Background: an optimization exercise with open tools, aiming at small area. Do not read the settings as production practice.
Function was checked by simulation only, so behaviour that the tests miss may differ from the original.

==> flow/design.v, too long to show whole: its modules and the start of the top module <==
// module Mul_Add: 3339 lines
// module Second_CNN_Sub: 48 lines
// module Second_CNN: 46 lines
module Second_CNN(
clk,
rst_n,
Din_Valid,
Cal_Valid,
Din,
Dout0,
Dout1,
Dout2,
Dout3,
Dout4,
Dout5,
Dout6,
Dout7
);
  // ...
==> flow/flow/run.sh <==
#!/bin/bash
# Standard layout, with one extra netlist step between synthesis and floorplan:
# flow/polarity.py removes the inverters Yosys's full-adder extraction leaves
# around the sky130 fa cells (registers and their names are untouched).
# Port buffers are the small buf_1 instead of the default choice.
set -euo pipefail
R=orfs/results/${FLOW_PLATFORM}/Second_CNN/base
bash standard.sh synth > synth.log 2>&1
cp $R/1_2_yosys.v yosys_netlist_orig.v
python3 flow/polarity.py yosys_netlist_orig.v $R/1_2_yosys.v > polarity.log 2>&1
rm -f $R/1_synth.odb $R/1_synth.sdc
export BUFFER_PORTS_ARGS="-buffer_cell sky130_fd_sc_hd__buf_1"
bash standard.sh > layout.log 2>&1
==> flow/flow/polarity.py <==
#!/usr/bin/env python3
"""Remove inverters around full adders in a Yosys netlist.

A full adder is self-dual: FA(~a, ~b, ~c) = (~sum, ~cout).  Yosys's
extract_fa leaves an inverter on most adder pins.  This pass collapses every
inverter, chooses for each sky130 fa cell whether it computes its signals in
true or complemented form, and then puts back one inverter for each signal
that some reader needs in the other polarity.  The function of every output
and register input is unchanged; no register is touched.

usage: polarity.py IN.v OUT.v
"""
import re, sys, random

src = open(sys.argv[1]).read()

INV_RE = re.compile(r'^sky130_fd_sc_hd__(inv|clkinv)_\d+$')
FA_RE = re.compile(r'^sky130_fd_sc_hd__fa_\d+$')
OUT_PINS = {'X', 'Y', 'Q', 'Q_N', 'SUM', 'COUT', 'HI', 'LO'}

m = re.search(r'^module\s+(\S+)\s*\(', src, re.M)
body_start = src.index(';', m.end()) + 1
end = src.rindex('endmodule')

# instances: "  TYPE NAME (\n    .PIN(NET),\n ... );"
inst_re = re.compile(r'^  (sky130_fd_sc_hd__\w+)\s+(\S+)\s*\((.*?)\);\n', re.M | re.S)
pin_re = re.compile(r'\.(\w+)\(\s*(.*?)\s*\)\s*(?:,|$)', re.S)
cells = []
for mm in inst_re.finditer(src, body_start, end):
    pins = {}
    for p, n in pin_re.findall(mm.group(3)):
        pins[p] = n
    cells.append({'type': mm.group(1), 'name': mm.group(2), 'pins': pins,
                  'span': (mm.start(), mm.end())})

ports = set()
for mm in re.finditer(r'^\s*(input|output|inout)\s+(\[[^\]]*\]\s*)?(\S+);', src[:end], re.M):
    ports.add(mm.group(3))
assigns = re.findall(r'^\s*assign\s+(.*?)\s*=\s*(.*?);', src[body_start:end], re.M)
assign_nets = set()
for a, b in assigns:
    for x in (a, b):
        assign_nets.add(x.strip())

def is_port_net(n):
    base = n.split('[')[0].strip()
    return base in ports or n in assign_nets or base in assign_nets

def is_const(n):
    return "'" in n

drv = {}
for c in cells:
    for p, n in c['pins'].items():
        if p in OUT_PINS:
            drv[n] = c

# collapsible inverters: input a plain net, output not a port / assign
invs = {}
for c in cells:
    if INV_RE.match(c['type']):
        a, y = c['pins'].get('A'), c['pins'].get('Y')
        if a is None or y is None or is_const(a) or is_port_net(y):
            continue
        invs[y] = c

def root(n):
    par = 0
    seen = 0
    while n in invs and seen < 100:
        n = invs[n]['pins']['A']; par ^= 1; seen += 1
    return n, par

# consumers: (cell, pin, base, parity) for every non-removed input pin
fas = [c for c in cells if FA_RE.match(c['type'])]
fa_idx = {id(c): i for i, c in enumerate(fas)}
cons = []           # list of [cellid or None, pin, base, parity, fa index or -1]
sig_cons = {}       # base -> list of consumer indices
for c in cells:
    if INV_RE.match(c['type']) and c['pins'].get('Y') in invs:
        continue
    for p, n in c['pins'].items():
        if p in OUT_PINS or is_const(n):
            continue
        b, par = root(n)
        fi = fa_idx.get(id(c), -1)
        cons.append((c, p, b, par, fi))
        sig_cons.setdefault(b, []).append(len(cons) - 1)
# a flipped adder output read by a port or an assign would change it: never flip those
fixed_fa = set()
for n in list(drv):
    if is_port_net(n) and id(drv[n]) in fa_idx:
        fixed_fa.add(fa_idx[id(drv[n])])

# FA-driven bases: which fa drives the base
base_drv_fa = {}
for b in sig_cons:
    d = drv.get(b)
    if d is not None and id(d) in fa_idx:
        base_drv_fa[b] = fa_idx[id(d)]

f = [0] * len(fas)
fa_in = [[] for _ in fas]     # bases read by fa
fa_out = [[] for _ in fas]    # bases driven by fa (in sig_cons)
for b, lst in sig_cons.items():
    for ci in lst:
        fi = cons[ci][4]
        if fi >= 0 and b not in fa_in[fi]:
            fa_in[fi].append(b)
    if b in base_drv_fa:
        fa_out[base_drv_fa[b]].append(b)

def cost(b):
    pd = f[base_drv_fa[b]] if b in base_drv_fa else 0
    for ci in sig_cons[b]:
        _, _, _, par, fi = cons[ci]
        r = par ^ (f[fi] if fi >= 0 else 0)
        if r != pd:
            return 1
    return 0

def local_cost(i):
    bs = set(fa_in[i]) | set(fa_out[i])
    return sum(cost(b) for b in bs)

before = sum(cost(b) for b in sig_cons)
random.seed(1)
for it in range(50):
    changed = 0
    order = list(range(len(fas)))
    random.shuffle(order)
    for i in order:
        if i in fixed_fa:
            continue
        c0 = local_cost(i)
        f[i] ^= 1
        c1 = local_cost(i)
        if c1 < c0 or (c1 == c0 and random.random() < 0.1 and it < 30):
            changed += (c1 < c0)
        else:
            f[i] ^= 1
    if changed == 0 and it >= 30:
        break
# simulated annealing on top of the greedy result
import math
cur = sum(cost(b) for b in sig_cons)
best_f, best_c = list(f), cur
free = [i for i in range(len(fas)) if i not in fixed_fa]
steps = 3000000
for st in range(steps):
    T = 1.5 * (1 - st / steps) + 0.02
    i = random.choice(free)
    c0 = local_cost(i)
    f[i] ^= 1
    c1 = local_cost(i)
    dlt = c1 - c0
    if dlt <= 0 or random.random() < math.exp(-dlt / T):
        cur += dlt
        if cur < best_c:
            best_c, best_f = cur, list(f)
    else:
        f[i] ^= 1
f[:] = best_f
after = sum(cost(b) for b in sig_cons)
sys.stderr.write(f'polarity: {len(invs)} inverters collapsed, {len(fas)} adders, '
                 f'{sum(f)} flipped, inverters needed {before} -> {after}\n')

# rebuild
newpins = {}        # (id(cell), pin) -> net
new_inv = []
new_wires = []
k = 0
for b, lst in sig_cons.items():
    pd = f[base_drv_fa[b]] if b in base_drv_fa else 0
    inv_net = None
    for ci in lst:
        c, p, _, par, fi = cons[ci]
        r = par ^ (f[fi] if fi >= 0 else 0)
        if r == pd:
            newpins[(id(c), p)] = b
        else:
            if inv_net is None:
                k += 1
                inv_net = f'pol_n{k}'
                new_wires.append(inv_net)
                new_inv.append((f'pol_inv{k}', b, inv_net))
            newpins[(id(c), p)] = inv_net

removed = set(id(c) for c in invs.values())
out = []
pos = 0
for c in cells:
    s, e = c['span']
    out.append(src[pos:s]); pos = e
    if id(c) in removed:
        continue
    pins = c['pins']
    lines = [f"  {c['type']} {c['name']} ("]
    items = []
    for p, n in pins.items():
        nn = newpins.get((id(c), p), n)
        if nn.startswith('\\'):
            nn += ' '
        items.append(f'    .{p}({nn})')
    lines.append(',\n'.join(items))
    lines.append('  );\n')
    out.append('\n'.join(lines))
rest = src[pos:]
ei = rest.rindex('endmodule')
add = ''.join(f'  wire {w};\n' for w in new_wires)
add += ''.join(f'  sky130_fd_sc_hd__inv_1 {n} (\n    .A({a}{" " if a.startswith(chr(92)) else ""}),\n    .Y({y})\n  );\n' for n, a, y in new_inv)
out.append(rest[:ei] + add + rest[ei:])
open(sys.argv[2], 'w').write(''.join(out))
==> flow/standard.sh <==
#!/bin/bash
# synth_recipe.tcl (not shown) runs the flow's synth.tcl, then flattens the netlist and writes it again
# the make line also repeats each setting of config.mk as NAME=value (left out here)
make -C /OpenROAD-flow-scripts/flow DESIGN_CONFIG=/design/flow/config.mk WORK_HOME=/design/flow/orfs CLKGATE_MAP_FILE= SYNTH_SCRIPT=/design/flow/synth_recipe.tcl "${@:-finish}"
==> flow/config.mk <==
export PLATFORM = sky130hd
export DESIGN_NAME = Second_CNN
export DESIGN_NICKNAME = Second_CNN
export VERILOG_FILES = /design/flow/design.v
export SDC_FILE = /design/flow/constraint.sdc
export NUM_CORES = 4
export LEC_CHECK = 0
export CAP_MARGIN = 20
export CORE_MARGIN = 2
export CORE_UTILIZATION = 75
export CTS_BUF_LIST = sky130_fd_sc_hd__clkbuf_8
export CTS_CLUSTER_DIAMETER = 50
export CTS_CLUSTER_SIZE = 14
export GPL_TIMING_DRIVEN = 1
export SETUP_SLACK_MARGIN = 0.2
export SLEW_MARGIN = 20
==> flow/constraint.sdc <==
create_clock -name core_clock -period 8.0 [get_ports {clk}]
set_input_delay 1.6000 -clock core_clock [delete_from_list [all_inputs] [get_ports {clk}]]
set_output_delay 1.6000 -clock core_clock [all_outputs]
set_load 0.01 [all_outputs]
==> reports/qor.txt, run 1 <==
status = no timing/DRC/antenna violations
WL met3 = 18880 um
period utilisation layout = 97.05%
slowest CP cell = fa_2
drt wl/cell = 31.19 um
Ant. Diodes = 2
Die Ht = 228.1 um
pre-CTS setup slack = -51.67 ps
Post-Route WL = 112900 um
GRT busiest layer = met2
clk latency of the worst-skew pair = 740 ps
Mapped Cells = 2535
synthesized area = 0.03766 mm2
CTS H-Tree Depth = 2
register fraction of the total cell area = 33.91%
final instance area = 0.04187 mm2
max-slew violations = 0
clk_skew = 91.15 ps
Max FO, Critical Path = 5
buffering overhead = 5.149%
crit path time final = 7764 ps
vias post-DR = 23.83k
drt drc = 0
Die ar. = 0.05203 mm2
RSZ-0062 raised after global routing = true
max-cap viol count = 0
detailed router's first-iteration violation count = 3128
Worst Hold End = Second_CNN_Sub.d4[4]
Synth Warn # = 2
inverters = 343
initial antenna violation count = 3
crit path DAT = 8380 ps
post-CTS setup buffers = 3
GPL Wtd Cong = 1.305
Final WS setup = 235.9 ps
==> run 2: changes to the inputs <==
--- a/flow/design.v
+++ b/flow/design.v
@@ -825,17 +825,31 @@
     wire c158;
     assign c158 = (c148 & s155) | (c148 & c150) | (s155 & c150);
     wire s159;
     assign s159 = c154 ^ y6[8] ^ c156;
     wire c160;
     assign c160 = (c154 & y6[8]) | (c154 & c156) | (y6[8] & c156);
     wire [15:0] ra = {~y6[9], c158, c152, c142, c130, c116, c100, s97, s81, s61, s43, s27, s17, s9, s3, s1};
     wire [15:0] rb = {c160, s159, s157, s151, s141, s129, s115, s99, 1'b0, 1'b0, 1'b0, s29, s19, s11, s5, 1'b0};
-    assign S = ra + rb;
+    wire [6:0] cy;
+    assign cy[0] = 1'b0;
+    assign S[0] = ra[0] ^ rb[0] ^ cy[0];
+    assign cy[1] = (ra[0] & rb[0]) | (ra[0] & cy[0]) | (rb[0] & cy[0]);
+    assign S[1] = ra[1] ^ rb[1] ^ cy[1];
+    assign cy[2] = (ra[1] & rb[1]) | (ra[1] & cy[1]) | (rb[1] & cy[1]);
+    assign S[2] = ra[2] ^ rb[2] ^ cy[2];
+    assign cy[3] = (ra[2] & rb[2]) | (ra[2] & cy[2]) | (rb[2] & cy[2]);
+    assign S[3] = ra[3] ^ rb[3] ^ cy[3];
+    assign cy[4] = (ra[3] & rb[3]) | (ra[3] & cy[3]) | (rb[3] & cy[3]);
+    assign S[4] = ra[4] ^ rb[4] ^ cy[4];
+    assign cy[5] = (ra[4] & rb[4]) | (ra[4] & cy[4]) | (rb[4] & cy[4]);
+    assign S[5] = ra[5] ^ rb[5] ^ cy[5];
+    assign cy[6] = (ra[5] & rb[5]) | (ra[5] & cy[5]) | (rb[5] & cy[5]);
+    assign S[15:6] = ra[15:6] + rb[15:6] + cy[6];
   assign S0 = S;
   end endgenerate
   generate if (1) begin : k1
   wire [15:0] S;
     wire s1;
     assign s1 = ~y4[0] ^ ~y7[0] ^ y12[0];
     wire c2;
     assign c2 = (~y4[0] & ~y7[0]) | (~y4[0] & y12[0]) | (~y7[0] & y12[0]);
@@ -1200,17 +1214,31 @@
     wire c182;
     assign c182 = (1'b1 & c176) | (1'b1 & ~y11[9]) | (c176 & ~y11[9]);
     wire s183;
     assign s183 = c178 ^ s181 ^ c180;
     wire c184;
     assign c184 = (c178 & s181) | (c178 & c180) | (s181 & c180);
     wire [15:0] ra = {c182, s183, c174, c164, c150, s149, s131, s109, c72, s71, s51, s35, s19, s9, s3, s1};
     wire [15:0] rb = {c184, 1'b0, s179, s173, s163, 1'b0, 1'b0, s111, s91, 1'b0, 1'b0, 1'b0, s21, s11, s5, 1'b0};
-    assign S = ra + rb;
+    wire [6:0] cy;
+    assign cy[0] = 1'b0;
+    assign S[0] = ra[0] ^ rb[0] ^ cy[0];
+    assign cy[1] = (ra[0] & rb[0]) | (ra[0] & cy[0]) | (rb[0] & cy[0]);
+    assign S[1] = ra[1] ^ rb[1] ^ cy[1];
+    assign cy[2] = (ra[1] & rb[1]) | (ra[1] & cy[1]) | (rb[1] & cy[1]);
+    assign S[2] = ra[2] ^ rb[2] ^ cy[2];
+    assign cy[3] = (ra[2] & rb[2]) | (ra[2] & cy[2]) | (rb[2] & cy[2]);
+    assign S[3] = ra[3] ^ rb[3] ^ cy[3];
+    assign cy[4] = (ra[3] & rb[3]) | (ra[3] & cy[3]) | (rb[3] & cy[3]);
+    assign S[4] = ra[4] ^ rb[4] ^ cy[4];
+    assign cy[5] = (ra[4] & rb[4]) | (ra[4] & cy[4]) | (rb[4] & cy[4]);
+    assign S[5] = ra[5] ^ rb[5] ^ cy[5];
+    assign cy[6] = (ra[5] & rb[5]) | (ra[5] & cy[5]) | (rb[5] & cy[5]);
+    assign S[15:6] = ra[15:6] + rb[15:6] + cy[6];
   assign S1 = S;
   end endgenerate
   generate if (1) begin : k2
   wire [15:0] S;
     wire s1;
     assign s1 = x0[0] ^ ~x8[0] ^ ~y15[0];
     wire c2;
     assign c2 = (x0[0] & ~x8[0]) | (x0[0] & ~y15[0]) | (~x8[0] & ~y15[0]);
@@ -1503,17 +1531,31 @@
     wire c146;
     assign c146 = c138 & s143;
     wire s147;
     assign s147 = y20[9] ^ c142 ^ c144;
     wire c148;
     assign c148 = (y20[9] & c142) | (y20[9] & c144) | (c142 & c144);
     wire [15:0] ra = {~y20[10], c146, c140, s139, c122, c110, c96, s95, s77, s63, s45, s33, s19, s11, s7, y19[0]};
     wire [15:0] rb = {c148, s147, s145, 1'b0, s131, s121, s109, 1'b0, s79, 1'b0, s47, 1'b0, s21, s13, 1'b0, s1};
-    assign S = ra + rb;
+    wire [6:0] cy;
+    assign cy[0] = 1'b0;
+    assign S[0] = ra[0] ^ rb[0] ^ cy[0];
+    assign cy[1] = (ra[0] & rb[0]) | (ra[0] & cy[0]) | (rb[0] & cy[0]);
+    assign S[1] = ra[1] ^ rb[1] ^ cy[1];
+    assign cy[2] = (ra[1] & rb[1]) | (ra[1] & cy[1]) | (rb[1] & cy[1]);
+    assign S[2] = ra[2] ^ rb[2] ^ cy[2];
+    assign cy[3] = (ra[2] & rb[2]) | (ra[2] & cy[2]) | (rb[2] & cy[2]);
+    assign S[3] = ra[3] ^ rb[3] ^ cy[3];
+    assign cy[4] = (ra[3] & rb[3]) | (ra[3] & cy[3]) | (rb[3] & cy[3]);
+    assign S[4] = ra[4] ^ rb[4] ^ cy[4];
+    assign cy[5] = (ra[4] & rb[4]) | (ra[4] & cy[4]) | (rb[4] & cy[4]);
+    assign S[5] = ra[5] ^ rb[5] ^ cy[5];
+    assign cy[6] = (ra[5] & rb[5]) | (ra[5] & cy[5]) | (rb[5] & cy[5]);
+    assign S[15:6] = ra[15:6] + rb[15:6] + cy[6];
   assign S2 = S;
   end endgenerate
   generate if (1) begin : k3
   wire [15:0] S;
     wire s1;
     assign s1 = ~x2[0] ^ ~x4[0] ^ y4[0];
     wire c2;
     assign c2 = (~x2[0] & ~x4[0]) | (~x2[0] & y4[0]) | (~x4[0] & y4[0]);
@@ -1870,17 +1912,31 @@
     wire c178;
     assign c178 = (s175 & c172) | (s175 & y15[10]) | (c172 & y15[10]);
     wire s179;
     assign s179 = 1'b1 ^ y1[8] ^ c176;
     wire s180;
     assign s180 = s179 ^ ~y15[11] ^ c178;
     wire [15:0] ra = {s180, c174, c166, c154, s153, s137, s119, c84, s81, s63, s43, s29, s21, s11, s7, s1};
     wire [15:0] rb = {1'b0, s177, s173, s165, 1'b0, 1'b0, 1'b0, s101, s83, 1'b0, s45, s31, 1'b0, s13, 1'b0, 1'b0};
-    assign S = ra + rb;
+    wire [6:0] cy;
+    assign cy[0] = 1'b0;
+    assign S[0] = ra[0] ^ rb[0] ^ cy[0];
+    assign cy[1] = (ra[0] & rb[0]) | (ra[0] & cy[0]) | (rb[0] & cy[0]);
+    assign S[1] = ra[1] ^ rb[1] ^ cy[1];
+    assign cy[2] = (ra[1] & rb[1]) | (ra[1] & cy[1]) | (rb[1] & cy[1]);
+    assign S[2] = ra[2] ^ rb[2] ^ cy[2];
+    assign cy[3] = (ra[2] & rb[2]) | (ra[2] & cy[2]) | (rb[2] & cy[2]);
+    assign S[3] = ra[3] ^ rb[3] ^ cy[3];
+    assign cy[4] = (ra[3] & rb[3]) | (ra[3] & cy[3]) | (rb[3] & cy[3]);
+    assign S[4] = ra[4] ^ rb[4] ^ cy[4];
+    assign cy[5] = (ra[4] & rb[4]) | (ra[4] & cy[4]) | (rb[4] & cy[4]);
+    assign S[5] = ra[5] ^ rb[5] ^ cy[5];
+    assign cy[6] = (ra[5] & rb[5]) | (ra[5] & cy[5]) | (rb[5] & cy[5]);
+    assign S[15:6] = ra[15:6] + rb[15:6] + cy[6];
   assign S3 = S;
   end endgenerate
   generate if (1) begin : k4
   wire [15:0] S;
     wire s1;
     assign s1 = 1'b1 ^ ~x3[0] ^ ~y8[0];
     wire c2;
     assign c2 = (1'b1 & ~x3[0]) | (1'b1 & ~y8[0]) | (~x3[0] & ~y8[0]);
@@ -2345,17 +2401,31 @@
     wire c232;
     assign c232 = (c222 & c224) | (c222 & s229) | (c224 & s229);
     wire s233;
     assign s233 = 1'b1 ^ ~y14[10] ^ c228;
     wire s234;
     assign s234 = c230 ^ s233 ^ c232;
     wire [15:0] ra = {s234, c226, c216, s215, c186, c166, c142, s141, s115, s89, s63, s43, s29, s15, s9, s3};
     wire [15:0] rb = {1'b0, s231, s225, 1'b0, s201, s185, s165, 1'b0, 1'b0, 1'b0, s65, s45, 1'b0, s17, 1'b0, 1'b0};
-    assign S = ra + rb;
+    wire [6:0] cy;
+    assign cy[0] = 1'b0;
+    assign S[0] = ra[0] ^ rb[0] ^ cy[0];
+    assign cy[1] = (ra[0] & rb[0]) | (ra[0] & cy[0]) | (rb[0] & cy[0]);
+    assign S[1] = ra[1] ^ rb[1] ^ cy[1];
+    assign cy[2] = (ra[1] & rb[1]) | (ra[1] & cy[1]) | (rb[1] & cy[1]);
+    assign S[2] = ra[2] ^ rb[2] ^ cy[2];
+    assign cy[3] = (ra[2] & rb[2]) | (ra[2] & cy[2]) | (rb[2] & cy[2]);
+    assign S[3] = ra[3] ^ rb[3] ^ cy[3];
+    assign cy[4] = (ra[3] & rb[3]) | (ra[3] & cy[3]) | (rb[3] & cy[3]);
+    assign S[4] = ra[4] ^ rb[4] ^ cy[4];
+    assign cy[5] = (ra[4] & rb[4]) | (ra[4] & cy[4]) | (rb[4] & cy[4]);
+    assign S[5] = ra[5] ^ rb[5] ^ cy[5];
+    assign cy[6] = (ra[5] & rb[5]) | (ra[5] & cy[5]) | (rb[5] & cy[5]);
+    assign S[15:6] = ra[15:6] + rb[15:6] + cy[6];
   assign S4 = S;
   end endgenerate
   generate if (1) begin : k5
   wire [15:0] S;
     wire s1;
     assign s1 = 1'b1 ^ ~x1[0] ^ y0[0];
     wire c2;
     assign c2 = (1'b1 & ~x1[0]) | (1'b1 & y0[0]) | (~x1[0] & y0[0]);
@@ -2628,17 +2698,31 @@
     wire c136;
     assign c136 = (~y17[8] & c130) | (~y17[8] & c132) | (c130 & c132);
     wire s137;
     assign s137 = 1'b1 ^ ~y17[9] ^ c136;
     wire c138;
     assign c138 = (1'b1 & ~y17[9]) | (1'b1 & c136) | (~y17[9] & c136);
     wire [15:0] ra = {y17[10], s137, c134, s133, c120, s119, s107, c80, s79, s61, s47, s35, s23, s13, s3, y13[0]};
     wire [15:0] rb = {c138, 1'b0, s135, 1'b0, s127, 1'b0, 1'b0, s93, 1'b0, s63, s49, 1'b0, 1'b0, 1'b0, s5, s1};
-    assign S = ra + rb;
+    wire [6:0] cy;
+    assign cy[0] = 1'b0;
+    assign S[0] = ra[0] ^ rb[0] ^ cy[0];
+    assign cy[1] = (ra[0] & rb[0]) | (ra[0] & cy[0]) | (rb[0] & cy[0]);
+    assign S[1] = ra[1] ^ rb[1] ^ cy[1];
+    assign cy[2] = (ra[1] & rb[1]) | (ra[1] & cy[1]) | (rb[1] & cy[1]);
+    assign S[2] = ra[2] ^ rb[2] ^ cy[2];
+    assign cy[3] = (ra[2] & rb[2]) | (ra[2] & cy[2]) | (rb[2] & cy[2]);
+    assign S[3] = ra[3] ^ rb[3] ^ cy[3];
+    assign cy[4] = (ra[3] & rb[3]) | (ra[3] & cy[3]) | (rb[3] & cy[3]);
+    assign S[4] = ra[4] ^ rb[4] ^ cy[4];
+    assign cy[5] = (ra[4] & rb[4]) | (ra[4] & cy[4]) | (rb[4] & cy[4]);
+    assign S[5] = ra[5] ^ rb[5] ^ cy[5];
+    assign cy[6] = (ra[5] & rb[5]) | (ra[5] & cy[5]) | (rb[5] & cy[5]);
+    assign S[15:6] = ra[15:6] + rb[15:6] + cy[6];
   assign S5 = S;
   end endgenerate
   generate if (1) begin : k6
   wire [15:0] S;
     wire s1;
     assign s1 = 1'b1 ^ x0[0] ^ ~x7[0];
     wire c2;
     assign c2 = (1'b1 & x0[0]) | (1'b1 & ~x7[0]) | (x0[0] & ~x7[0]);
@@ -3041,17 +3125,31 @@
     wire s201;
     assign s201 = s197 ^ c194 ^ s199;
     wire c202;
     assign c202 = (s197 & c194) | (s197 & s199) | (c194 & s199);
     wire s203;
     assign s203 = ~y6[8] ^ c198 ^ c200;
     wire [15:0] ra = {c202, c196, c186, c172, s171, s151, s133, s113, c74, s71, s55, s39, s27, s17, s9, s3};
     wire [15:0] rb = {s203, s201, s195, s185, 1'b0, s153, 1'b0, 1'b0, s93, s73, 1'b0, 1'b0, 1'b0, 1'b0, 1'b0, 1'b0};
-    assign S = ra + rb;
+    wire [6:0] cy;
+    assign cy[0] = 1'b0;
+    assign S[0] = ra[0] ^ rb[0] ^ cy[0];
+    assign cy[1] = (ra[0] & rb[0]) | (ra[0] & cy[0]) | (rb[0] & cy[0]);
+    assign S[1] = ra[1] ^ rb[1] ^ cy[1];
+    assign cy[2] = (ra[1] & rb[1]) | (ra[1] & cy[1]) | (rb[1] & cy[1]);
+    assign S[2] = ra[2] ^ rb[2] ^ cy[2];
+    assign cy[3] = (ra[2] & rb[2]) | (ra[2] & cy[2]) | (rb[2] & cy[2]);
+    assign S[3] = ra[3] ^ rb[3] ^ cy[3];
+    assign cy[4] = (ra[3] & rb[3]) | (ra[3] & cy[3]) | (rb[3] & cy[3]);
+    assign S[4] = ra[4] ^ rb[4] ^ cy[4];
+    assign cy[5] = (ra[4] & rb[4]) | (ra[4] & cy[4]) | (rb[4] & cy[4]);
+    assign S[5] = ra[5] ^ rb[5] ^ cy[5];
+    assign cy[6] = (ra[5] & rb[5]) | (ra[5] & cy[5]) | (rb[5] & cy[5]);
+    assign S[15:6] = ra[15:6] + rb[15:6] + cy[6];
   assign S6 = S;
   end endgenerate
   generate if (1) begin : k7
   wire [15:0] S;
     wire s1;
     assign s1 = 1'b1 ^ ~x1[0] ^ x6[0];
     wire c2;
     assign c2 = (1'b1 & ~x1[0]) | (1'b1 & x6[0]) | (~x1[0] & x6[0]);
@@ -3328,17 +3426,31 @@
     wire c138;
     assign c138 = (1'b1 & y5[8]) | (1'b1 & ~y9[9]) | (y5[8] & ~y9[9]);
     wire s139;
     assign s139 = c134 ^ s137 ^ c136;
     wire c140;
     assign c140 = (c134 & s137) | (c134 & c136) | (s137 & c136);
     wire [15:0] ra = {1'b1, c138, s139, c132, c124, s121, s109, c82, c66, c50, s47, s33, s19, y20[2], s3, y8[0]};
     wire [15:0] rb = {1'b0, c140, 1'b0, s135, s131, s123, s111, s97, s81, s65, s49, 1'b0, 1'b0, s9, 1'b0, y20[0]};
-    assign S = ra + rb;
+    wire [6:0] cy;
+    assign cy[0] = 1'b0;
+    assign S[0] = ra[0] ^ rb[0] ^ cy[0];
+    assign cy[1] = (ra[0] & rb[0]) | (ra[0] & cy[0]) | (rb[0] & cy[0]);
+    assign S[1] = ra[1] ^ rb[1] ^ cy[1];
+    assign cy[2] = (ra[1] & rb[1]) | (ra[1] & cy[1]) | (rb[1] & cy[1]);
+    assign S[2] = ra[2] ^ rb[2] ^ cy[2];
+    assign cy[3] = (ra[2] & rb[2]) | (ra[2] & cy[2]) | (rb[2] & cy[2]);
+    assign S[3] = ra[3] ^ rb[3] ^ cy[3];
+    assign cy[4] = (ra[3] & rb[3]) | (ra[3] & cy[3]) | (rb[3] & cy[3]);
+    assign S[4] = ra[4] ^ rb[4] ^ cy[4];
+    assign cy[5] = (ra[4] & rb[4]) | (ra[4] & cy[4]) | (rb[4] & cy[4]);
+    assign S[5] = ra[5] ^ rb[5] ^ cy[5];
+    assign cy[6] = (ra[5] & rb[5]) | (ra[5] & cy[5]) | (rb[5] & cy[5]);
+    assign S[15:6] = ra[15:6] + rb[15:6] + cy[6];
   assign S7 = S;
   end endgenerate
 endmodule
 module Second_CNN_Sub(
     input clk,
     input rst_n,
     input Din_Valid,
     input signed [7:0] Din,
--- a/flow/config.mk
+++ b/flow/config.mk
@@ -7,10 +7,10 @@
 export LEC_CHECK = 0
 export CAP_MARGIN = 20
 export CORE_MARGIN = 2
 export CORE_UTILIZATION = 75
 export CTS_BUF_LIST = sky130_fd_sc_hd__clkbuf_8
 export CTS_CLUSTER_DIAMETER = 50
 export CTS_CLUSTER_SIZE = 14
 export GPL_TIMING_DRIVEN = 1
-export SETUP_SLACK_MARGIN = 0.2
+export SETUP_SLACK_MARGIN = 0.3
 export SLEW_MARGIN = 20
==> reports/qor.txt, run 2 <==
GPL Wtd Cong = 1.336 (+2.4%)
commonest non-fill, non-tap cells in the layout = 732 x fa_1, 362 x inv_1, 320 x edfxtp_1
CTS H-Tree Depth = 2 (unchanged)
Die ar. = 0.05111 mm2 (-1.8%)
worst hold slack = 326.8 ps
area growth from synthesis to layout = 10.92%
share of cells above drive strength 1 = 14.06%
Max FO, Critical Path = 5 (unchanged)
pre-CTS setup slack = -25.66 ps (+26.01 ps)
starting density of the core = 75.71%
Die X = 226.1 um
Synthesized Nets = 3371
Crit. End Element = flop
worst hold path type = flop to flop
max FFs per register = 320
CTS Buf Count = 47
core area = 0.04885 mm2
Post-Route WL = 107800 um (-4.5%)
# rows = 81
Critical Path RT = 8560 ps
total global-route track usage = 44.90%
Reg with most FFs = Second_CNN_Sub.lb
status = no timing/DRC/antenna violations
Synth Warn # = 2 (unchanged)
drt wl/cell = 31.40 um (+0.70%)
crit path time final = 7657 ps (-107.1 ps)
vias post-DR = 22.09k (-7.3%)
drt drc = 0 (unchanged)
Clk pin slew, worst setup/hold paths = 90 ps
Pre-antenna DRT Iters = 10
cell mode on critical path = fa_1
fillers = 2415
number of I/O pins = 140
Root Driver = clkbuf_8
Final WS setup = 343.0 ps (+107.1 ps)
Buffers on Ports = 139
ANT nets after route = 0
Mapped Cells = 2394 (-5.6%)
synthesized area = 0.03698 mm2 (-1.8%)
Critical Path, Cell by Cell = buf_4, nand2_1, buf_4, inv_1, ha_1, fa_1, fa_1, fa_1, fa_1, fa_2, fa_1, fa_1, fa_1, fa_1, inv_1, fa_1, ha_1, a21o_1, a221o_1, a41oi_2, xnor2_1, nor2_1
largest net degree at the start of global routing = 172
syn avg cell area = 15.45 um2
max-slew violations = 0 (unchanged)
detailed router's first-iteration violation count = 2897 (-7.4%)
vias in the first global route = 23.87k
Die Ht = 226.1 um (-0.89%)
final setup vio count = 0
Non-Filler Instances = 3432
deepest clock path buffer count = 3
crit path DAT = 8220 ps (-160 ps)
first-pass GRT wire length = 154200 um
CTS sink count = 511
clk_skew = 46.26 ps (-44.89 ps)
period utilisation layout = 95.71% (-1.3 points)
final hold viol count = 0
DPL Wire Length = 87470 um
clk latency of the worst-skew pair = 730 ps (about the same)
fmax = 130.6 MHz
Startpoint Class = flop
relative slew slack = 30.94%
max-cap viol count = 0 (unchanged)
Slowest Stage Delay on Critical Path = 520 ps
initial antenna violation count = 3 (unchanged)
CTS tree = built
commonest non-fill, non-tap cell in the layout = fa_1
RSZ-0062 raised after global routing = true
final net count = 3706
grt ovf = 0
measured slew at the worst slew-check pin = 1033 ps
Fin Setup TNS = 0 ps
routed vias/inst = 6.436
slowest CP cell = fa_1
placed cell count = 3319
kind of critical path = flop to flop
-- run 2: final cells by class --
cell class / count / area [um2] / area share, %
Multi-Input combinational cell: 1499 / 21800 / 53.15
Sequential cell: 511 / 14190 / 34.60
Timing Repair Buffer: 311 / 1833 / 4.468
Inverter: 359 / 1371 / 3.343
Tap cell: 664 / 830.8 / 2.025
Clock buffer: 47 / 646.9 / 1.577
Clock inverter: 39 / 337.8 / 0.8235
Antenna cell: 2 / 5.005 / 0.01220
-- run 2: critical path: cells and delay by family, from the launching register on --
kind | cells | cell delay, ps
adder cells (fa/ha/maj) | 12 | 5160
buffers and inverters | 4 | 890
AO/OA/AOI/OAI | 3 | 690
flip-flops | 1 | 440
AND/OR/NAND/NOR | 2 | 160
XOR/XNOR | 1 | 150
-- run 2: worst paths after layout --
check	from	to	slack (ps)	cells past startpoint
max in group asynchronous	rst_n	Second_CNN_Sub.v[5]	5920	2
setup / recovery	Second_CNN_Sub.m[7]	Dout0[15]	340	22
hold / removal	Second_CNN_Sub.d2[7]	Second_CNN_Sub.d3[7]	330	0
min in group asynchronous	rst_n	Dout2[11]	780	1
hold reg to reg	Second_CNN_Sub.d2[7]	Second_CNN_Sub.d3[7]	330	0
setup reg to reg	Second_CNN_Sub.m[7]	Dout0[15]	340	22
-- run 2: through the flow --
step	util, %	instance area, um2
3_5_place_dp	80.73	39430
2_1_floorplan	-	37080
3_3_place_gp	80.73	39430
5_1_grt	83.97	41020
4_1_cts	83.03	40560
6_report	83.98	41020
-- run 2: layer usage --
layer | vias to the layer above | global-route usage (%) | part of all wire (%) | wire length [um]
met2 | 1933 | 61.50 | 42 | 45310
met5 | - | 4.594 | 0.53 | 574
met4 | 18 | 27.70 | 8.8 | 9485
met1 | 11190 | 53.18 | 32 | 34630
li1 | 8257 | - | - | -
met3 | 687 | 28.16 | 17 | 17780
-- run 2: what timing repair did --
item                                    4_1_cts  5_1_grt
resized for setup                            27       91
setup buffers                                 9       16
pin swaps                                    12       30
endpoints found under the setup margin       18       27
hold buffers                                  0        0
==> run 3: changes to the inputs <==
--- a/flow/config.mk
+++ b/flow/config.mk
@@ -13,4 +13,4 @@
 export CTS_CLUSTER_SIZE = 14
 export GPL_TIMING_DRIVEN = 1
-export SETUP_SLACK_MARGIN = 0.3
+export SETUP_SLACK_MARGIN = 0.15
 export SLEW_MARGIN = 20
==> reports/qor.txt, run 3 <==
status = no timing/DRC/antenna violations
starting density of the core = 75.71% (unchanged)
drt wl/cell = 30.58 um (-2.6%)
total global-route track usage = 43.89% (-1.0 points)
max FFs per register = 320 (unchanged)
Critical Path, Cell by Cell = buf_4, nand2_1, buf_4, fa_1, fa_1, fa_1, fa_1, fa_1, fa_1, fa_1, fa_2, fa_1, fa_1, fa_1, inv_1, ha_1, o21ai_0, a22oi_1, buf_4, buf_4, a31oi_1, xor2_1, nor2_1
kind of critical path = flop to flop
deepest clock path buffer count = 3 (unchanged)
Die Ht = 226.1 um (unchanged)
Reg with most FFs = Second_CNN_Sub.lb
cell mode on critical path = fa_1
fmax = 128.6 MHz (-1.5%)
max-cap viol count = 0 (unchanged)
crit path time final = 7776 ps (+118.8 ps)
Die ar. = 0.05111 mm2 (unchanged)
final setup vio count = 0 (unchanged)
Post-Route WL = 104800 um (-2.8%)
CTS tree = built
share of cells above drive strength 1 = 11.01% (-3.1 points)
first-pass GRT wire length = 151700 um (-1.6%)
worst hold path type = flop to flop
fillers = 2523 (+4.5%)
number of I/O pins = 140 (unchanged)
commonest non-fill, non-tap cells in the layout = 770 x fa_1, 378 x inv_1, 320 x edfxtp_1
largest net degree at the start of global routing = 90 (-48%)
FF-to-FF setup slack = 220 ps (-120 ps)
vias post-DR = 21.73k (-1.6%)
Mapped Cells = 2394 (unchanged)
RSZ-0062 raised after global routing = true
Non-Filler Instances = 3426 (-0.17%)
family with the most delay on the worst path = adder cells
CTS H-Tree Depth = 2 (unchanged)
GPL Wtd Cong = 1.300 (-2.7%)
Critical Path RT = 8520 ps (-40 ps)
drt drc = 0 (unchanged)
placed cell count = 3331 (+0.36%)
Root Driver = clkbuf_8
Final Core Density = 83.13% (-0.85 points)
Die X = 226.1 um (unchanged)
core area = 0.04885 mm2 (unchanged)
Buffers on Ports = 139 (unchanged)
clk latency of the worst-skew pair = 740 ps (about the same)
DPL Wire Length = 86910 um (-0.63%)
clk_skew = 79.04 ps (+32.79 ps)
area growth from synthesis to layout = 9.801%
Crit. End Element = flop
Slowest Stage Delay on Critical Path = 590 ps (+70 ps)
grt ovf = 0 (unchanged)
pre-CTS setup slack = -93.97 ps (-68.31 ps)
syn avg cell area = 15.45 um2 (unchanged)
Final WS setup = 224.2 ps (-118.8 ps)
final net count = 3702 (-0.11%)
measured slew at the worst slew-check pin = 1035 ps (+1.378 ps)
synthesized area = 0.03698 mm2 (unchanged)
# hold bufs at CTS = 0 (unchanged)
relative slew slack = 30.85% (-0.092 points)
Startpoint Class = flop
Storage cell area = 0.01419 mm2 (unchanged)
detailed router's first-iteration violation count = 2601 (-10%)
Synthesized Nets = 3371 (unchanged)
max-slew violations = 0 (unchanged)
commonest non-fill, non-tap cell in the layout = fa_1
routed vias/inst = 6.342 (-1.4%)
final hold viol count = 0 (unchanged)
WP buf/inv = 5 (+1)
multi-input logic area = 0.02156 mm2 (-1.1%)
# rows = 81 (unchanged)
Clk pin slew, worst setup/hold paths = 90 ps (about the same)
ANT nets after route = 0 (unchanged)
Synth Warn # = 2 (unchanged)
Pre-antenna DRT Iters = 8 (-2)
initial antenna violation count = 0 (-3)
Max FO, Critical Path = 7 (+2)
crit path DAT = 8300 ps (+80 ps)
CTS sink count = 511 (unchanged)
vias in the first global route = 23.74k (-0.56%)
slowest CP cell = fa_1
period utilisation layout = 97.20% (+1.5 points)
CTS Buf Count = 45 (-4.3%)
-- run 3: path summary, 6_finish.rpt --
path | start | depth (start not counted) | to
min in group asynchronous | rst_n | 1 | cc[2]
setup / recovery | Second_CNN_Sub.m[8] | 23 | Dout0[13]
max in group asynchronous | rst_n | 2 | Second_CNN_Sub.m[6]
hold / removal | Second_CNN_Sub.d4[6] | 0 | Second_CNN_Sub.d5[6]
hold reg to reg | Second_CNN_Sub.d4[6] | 0 | Second_CNN_Sub.d5[6]
setup reg to reg | Second_CNN_Sub.m[8] | 23 | Dout0[13]
-- run 3: cell type report --
cell class / count / share of cell area, %
Antenna cell: 1 / 0.006162
Multi-Input combinational cell: 1499 / 53.09
Clock inverter: 36 / 0.5361
Inverter: 359 / 3.328
Clock buffer: 47 / 1.593
Tap cell: 664 / 2.046
Timing Repair Buffer: 309 / 4.446
Sequential cell: 511 / 34.96
-- run 3: worst reg2reg max path, delay by kind of cell (launching register included) --
family | cells | cell delay [ps]
flops | 1 | 370
buf+inv | 5 | 740
xor+xnor | 1 | 160
fa+ha+maj | 12 | 5720
simple gates | 2 | 130
compound gates | 3 | 500
-- run 3: what timing repair did --
action                                  4_1_cts  5_1_grt
endpoints found under the setup margin        9       23
buffers inserted                              0       11
gates resized for setup                      10       50
pin swaps                                     0       10
-- run 3: metrics by stage --
stage | cell area (um2) | hold slack (ps) | TNS [ps]
after floorplan | 36990 | 309.6 | 0
after global placement | 39440 | 309.8 | 0
after detailed placement | 39440 | 312.1 | -174.7
after CTS | 40340 | 328.2 | 0
after global routing | 40610 | 335.5 | 0
final | 40610 | 329.1 | 0
-- run 3: layer usage --
| metal | routed length [um] | part of all wire [%] | track usage (%) | vias up |
|---|---|---|---|---|
| li1 | - | - | - | 8262 |
| met1 | 34270 | 33 | 53.85 | 11030 |
| met2 | 44820 | 43 | 61.29 | 1811 |
| met3 | 16640 | 16 | 23.65 | 619 |
| met4 | 8720 | 8.3 | 26.53 | 8 |
| met5 | 331 | 0.32 | 5.670 | - |

[what the ideal ports hide]
The flow's constraints put no driver on any port. The routed layouts listed below were extracted and timed again, unchanged, in two steps. Step 1, drivers: a clkbuf_16 drives clk and a buf_2 each remaining input, both assumed. Step 2 times the ports against the registers' clock, not the clock port: input delays grow and output delays shrink by t, the midpoint of the rising clock arrivals with the driver on. Three values: ideal, step 1, step 2; two values: the first two.
run	t (ns)	setup slack, ns	slew at the worst register clock pin (ns)	worst slew at a driven data input, ns	cell pins on the clock port's net
run 1	0.754	0.236 / 0.236 / 0.236	0.10 / 0.10	0.03	1
run 2	0.763	0.343 / 0.343 / 0.343	0.10 / 0.10	0.04	1
run 3	0.760	0.224 / 0.224 / 0.224	0.11 / 0.11	0.03	1
After both steps setup and hold are still met in every run listed.
